What follows belongs to an exercise in optimizing a design on an open flow for small area; a production flow would make more cautious choices.
Function was checked by simulation only, so behaviour that the tests miss may differ from the original.
No driver is modelled on the clock port, so clocking that relies on it looks cheaper here than on a real chip.
No activity file was given, so power comes from the tool's default toggle rates.

// DoutReader
module DoutReader (
    input clk_i,   
    input reset_i,   
    input drdy,   
    input dclk,   
    input din,   
    output [23:0] ch1_o,   
    output [23:0] ch2_o,   
    output tick_o   
);
Size: ~110 flip-flops, ~0.0034 mm2 of cells after synthesis.
Settings: LEC_CHECK=0, CAP_MARGIN=0, CORE_MARGIN=2, CORE_UTILIZATION=80, GPL_ROUTABILITY_DRIVEN=0, GPL_TIMING_DRIVEN=0, PLACE_DENSITY=0.85, SLEW_MARGIN=0; clock period 5.0 ns.
standard.sh (not shown) runs the stock make flow with config.mk's settings and CLKGATE_MAP_FILE= SYNTH_SCRIPT=/design/flow/synth_recipe.tcl, a recipe that flattens the netlist after the stock synthesis.
==> flow/flow/run.sh <==
#!/bin/bash
# Own layout flow: the standard flow (the standard.sh, standard synthesis
# unchanged) with the smallest buffer on each port, a clock tree without dummy
# loads, and clock buffers sized to their loads (flow/post_cts.tcl).
set -euo pipefail
here=$(pwd)
bash standard.sh \
  "BUFFER_PORTS_ARGS=-buffer_cell sky130_fd_sc_hd__buf_1" \
  "CTS_ARGS=-sink_clustering_enable -repair_clock_nets -dont_use_dummy_load" \
  "POST_CTS_TCL=$here/flow/post_cts.tcl" \
  finish > flow_make.log 2>&1
==> flow/flow/post_cts.tcl <==
# After clock tree synthesis: give each clock buffer the smallest clkbuf size
# that keeps every flip-flop clock pin's slew under a target (with margin for
# the routed parasitics), instead of one size for the whole tree.
set clk_slew_target 0.115
set clk_sizes {sky130_fd_sc_hd__clkbuf_2 sky130_fd_sc_hd__clkbuf_4 sky130_fd_sc_hd__clkbuf_8 sky130_fd_sc_hd__clkbuf_16}

proc worst_clk_pin_slew {} {
  set worst 0
  foreach p [get_pins -hierarchical */CLK] {
    set s [get_property $p slew_max]
    if { $s > $worst } { set worst $s }
  }
  return $worst
}

proc worst_buf_in_slew {} {
  set worst 0
  foreach inst [get_cells clkbuf_*] {
    set s [get_property [get_pins [get_full_name $inst]/A] slew_max]
    if { $s > $worst } { set worst $s }
  }
  return $worst
}

estimate_parasitics -placement
puts "clock slew before resizing: [worst_clk_pin_slew]"
# leaves first (those driving flip-flops), then the buffers above them
set bufs {}
foreach c [get_cells clkbuf_*] { lappend bufs [get_full_name $c] }
set bufs [lsort -decreasing $bufs]
foreach name $bufs {
  set inst [get_cells $name]
  set orig [get_property $inst ref_name]
  set done 0
  foreach c $clk_sizes {
    replace_cell $inst $c
    estimate_parasitics -placement
    puts "  try $c: [worst_clk_pin_slew] [worst_buf_in_slew]"
    if { [worst_clk_pin_slew] <= $clk_slew_target && [worst_buf_in_slew] <= 0.25 } {
      set done 1
      break
    }
  }
  if { !$done } { replace_cell $inst $orig }
  estimate_parasitics -placement
  puts "clock buffer $name: $orig -> [get_property $inst ref_name]"
}
puts "clock slew after resizing: [worst_clk_pin_slew]"
The starting point passed the timing, DRC and antenna checks.
Edit:
--- a/flow/flow/post_cts.tcl
+++ b/flow/flow/post_cts.tcl
@@ -2,5 +2,5 @@
 # that keeps every flip-flop clock pin's slew under a target (with margin for
 # the routed parasitics), instead of one size for the whole tree.
-set clk_slew_target 0.115
+set clk_slew_target 0.122
 set clk_sizes {sky130_fd_sc_hd__clkbuf_2 sky130_fd_sc_hd__clkbuf_4 sky130_fd_sc_hd__clkbuf_8 sky130_fd_sc_hd__clkbuf_16}
 
--- a/flow/config.mk
+++ b/flow/config.mk
@@ -8,7 +8,5 @@
 export CAP_MARGIN = 0
 export CORE_MARGIN = 2
-export CORE_UTILIZATION = 80
-export GPL_ROUTABILITY_DRIVEN = 0
-export GPL_TIMING_DRIVEN = 0
-export PLACE_DENSITY = 0.85
+export CORE_UTILIZATION = 83
+export PLACE_DENSITY = 0.88
 export SLEW_MARGIN = 0
After rerunning: The new run completed without violations. Cell area drops by a few percent. Register-to-register slack gets worse by 1.1 ns. Clock-buffer cell count does not change. Clock skew climbs by 0.013 ns.
Edit:
--- a/flow/flow/post_cts.tcl
+++ b/flow/flow/post_cts.tcl
@@ -2,5 +2,5 @@
 # that keeps every flip-flop clock pin's slew under a target (with margin for
 # the routed parasitics), instead of one size for the whole tree.
-set clk_slew_target 0.122
+set clk_slew_target 0.115
 set clk_sizes {sky130_fd_sc_hd__clkbuf_2 sky130_fd_sc_hd__clkbuf_4 sky130_fd_sc_hd__clkbuf_8 sky130_fd_sc_hd__clkbuf_16}
 
After rerunning: The new run finished clean. Routed wire length does not change. Final cell count stays the same. Via count is unchanged. Utilization does not change. Worst hold slack stays the same. Register-to-register slack is about the same. Combinational power is about the same. Total power stays the same. Worst setup slack is unchanged.

run 1:
Another version of the RTL of DoutReader (not shown whole).
For scale: ~3300 µm² of cells after synthesis.
==> flow/config.mk <==
export PLATFORM = sky130hd
export DESIGN_NAME = DoutReader
export DESIGN_NICKNAME = DoutReader
export VERILOG_FILES = /design/flow/design.v
export SDC_FILE = /design/flow/constraint.sdc
export NUM_CORES = 4
export LEC_CHECK = 0
export CAP_MARGIN = 0
export CORE_MARGIN = 2
export CORE_UTILIZATION = 90
export PLACE_DENSITY = 0.92
export SLEW_MARGIN = 0
==> flow/constraint.sdc <==
create_clock -name core_clock -period 5.0 [get_ports {clk_i}]
set_input_delay 1.0000 -clock core_clock [delete_from_list [all_inputs] [get_ports {clk_i}]]
set_output_delay 1.0000 -clock core_clock [all_outputs]
set_load 0.01 [all_outputs]
==> flow/flow/post_cts.tcl <==
# After clock tree synthesis: give each clock buffer the smallest clkbuf size
# that keeps every flip-flop clock pin's slew under a target (with margin for
# the routed parasitics), instead of one size for the whole tree.
set clk_slew_target 0.115
set clk_sizes {sky130_fd_sc_hd__clkbuf_2 sky130_fd_sc_hd__clkbuf_4 sky130_fd_sc_hd__clkbuf_8 sky130_fd_sc_hd__clkbuf_16}

proc worst_clk_pin_slew {} {
  set worst 0
  foreach p [get_pins -hierarchical */CLK] {
    set s [get_property $p slew_max]
    if { $s > $worst } { set worst $s }
  }
  return $worst
}

proc worst_buf_in_slew {} {
  set worst 0
  foreach inst [get_cells clkbuf_*] {
    set s [get_property [get_pins [get_full_name $inst]/A] slew_max]
    if { $s > $worst } { set worst $s }
  }
  return $worst
}

estimate_parasitics -placement
puts "clock slew before resizing: [worst_clk_pin_slew]"
# leaves first (those driving flip-flops), then the buffers above them
set bufs {}
foreach c [get_cells clkbuf_*] { lappend bufs [get_full_name $c] }
set bufs [lsort -decreasing $bufs]
foreach name $bufs {
  set inst [get_cells $name]
  set orig [get_property $inst ref_name]
  set done 0
  foreach c $clk_sizes {
    replace_cell $inst $c
    estimate_parasitics -placement
    puts "  try $c: [worst_clk_pin_slew] [worst_buf_in_slew]"
    if { [worst_clk_pin_slew] <= $clk_slew_target && [worst_buf_in_slew] <= 0.25 } {
      set done 1
      break
    }
  }
  if { !$done } { replace_cell $inst $orig }
  estimate_parasitics -placement
  puts "clock buffer $name: $orig -> [get_property $inst ref_name]"
}
puts "clock slew after resizing: [worst_clk_pin_slew]"
Scripts as last shown in full above: flow/flow/run.sh
Run 1 never completed; the flow aborted with a tool error in 3_1_place_gp_skip_io.
#### Input delta (run 2 over run 1)
-- flow/config.mk --
<<< run 1, line 8
export CAP_MARGIN = 0
export CORE_MARGIN = 2
export CORE_UTILIZATION = 90
export PLACE_DENSITY = 0.92
export SLEW_MARGIN = 0
>>> run 2, line 8
export CAP_MARGIN = 0
export CORE_MARGIN = 2
export CORE_UTILIZATION = 80
export PLACE_DENSITY = 0.85
export SLEW_MARGIN = 0
[summary]
- Run 2: all stages complete, timing, DRC and antenna checks passed
- Status(run 1) = ERROR, stage = 3_1_place_gp_skip_io
- Reported for run 1 and run 2, number of library cell types mapped by synthesis turned out identical to the last digit.
- Going from run 1 to run 2, number of cell rows increased by 1 relative to the old numbers, initial core utilization decreased by 9.1 points relative to the old numbers, average footprint of a synthesized cell closely matched the old numbers, width of the die increased by 3.7 µm relative to the old numbers.
[inputs] run 3 vs run 2
-- flow/config.mk --
<<< run 2, line 8
export CAP_MARGIN = 0
export CORE_MARGIN = 2
export CORE_UTILIZATION = 80
export PLACE_DENSITY = 0.85
export SLEW_MARGIN = 0
>>> run 3, line 8
export CAP_MARGIN = 0
export CORE_MARGIN = 2
export CORE_UTILIZATION = 85
export PLACE_DENSITY = 0.9
export SLEW_MARGIN = 0
==> notes.md <==
Mean area per synthesized cell: run 3 vs run 2 identical. Run 2 closes out successfully: all stages finished, all timing, DRC and antenna checks passed. Run 3 is listed as incomplete: the tool reported an error in 3_3_place_gp and the run ended there. Sort run 3 and run 2 by cell row count, descending, and run 2 comes first. Reported for run 3 and run 2, sequential area share after synthesis turned out identical to the last digit. Run 3 ends up with a vertical die dimension that is about 2.8% lower than in run 2. Delta (run 3 minus run 2): fraction of synthesized cell area in xor and xnor cells about even; post-synthesis cell type count about even; starting density of the core rose 6.4 points.

## separate check: timing with driven ports
No port has a modelled driver above. Below, the same layouts with a new extraction and two added sets of constraints. Step 1, drivers: a clkbuf_16 drives clk_i and a buf_2 each remaining input, both assumed. Step 2 moves the port delays by t, midway between the first and last clock arrival at a register: inputs arrive t later, outputs are due t later. That takes back most of the time a late clock gives input paths. Three values: no drivers, after step 1, after step 2; two values: the first two.
run | shift t [ns] | slack for setup (ns) | worst data-port slew with drivers (ns)
the first run of note 1 | 0.471 | 2.423 / 2.393 / 2.758 | 0.03
the second run of note 1 | 0.452 | 2.347 / 2.320 / 2.327 | 0.04
the third run of note 1 | 0.452 | 2.347 / 2.320 / 2.327 | 0.04
run 2 | 0.443 | 2.167 / 2.139 / 2.440 | 0.03
After both steps setup and hold are still met in every run listed.
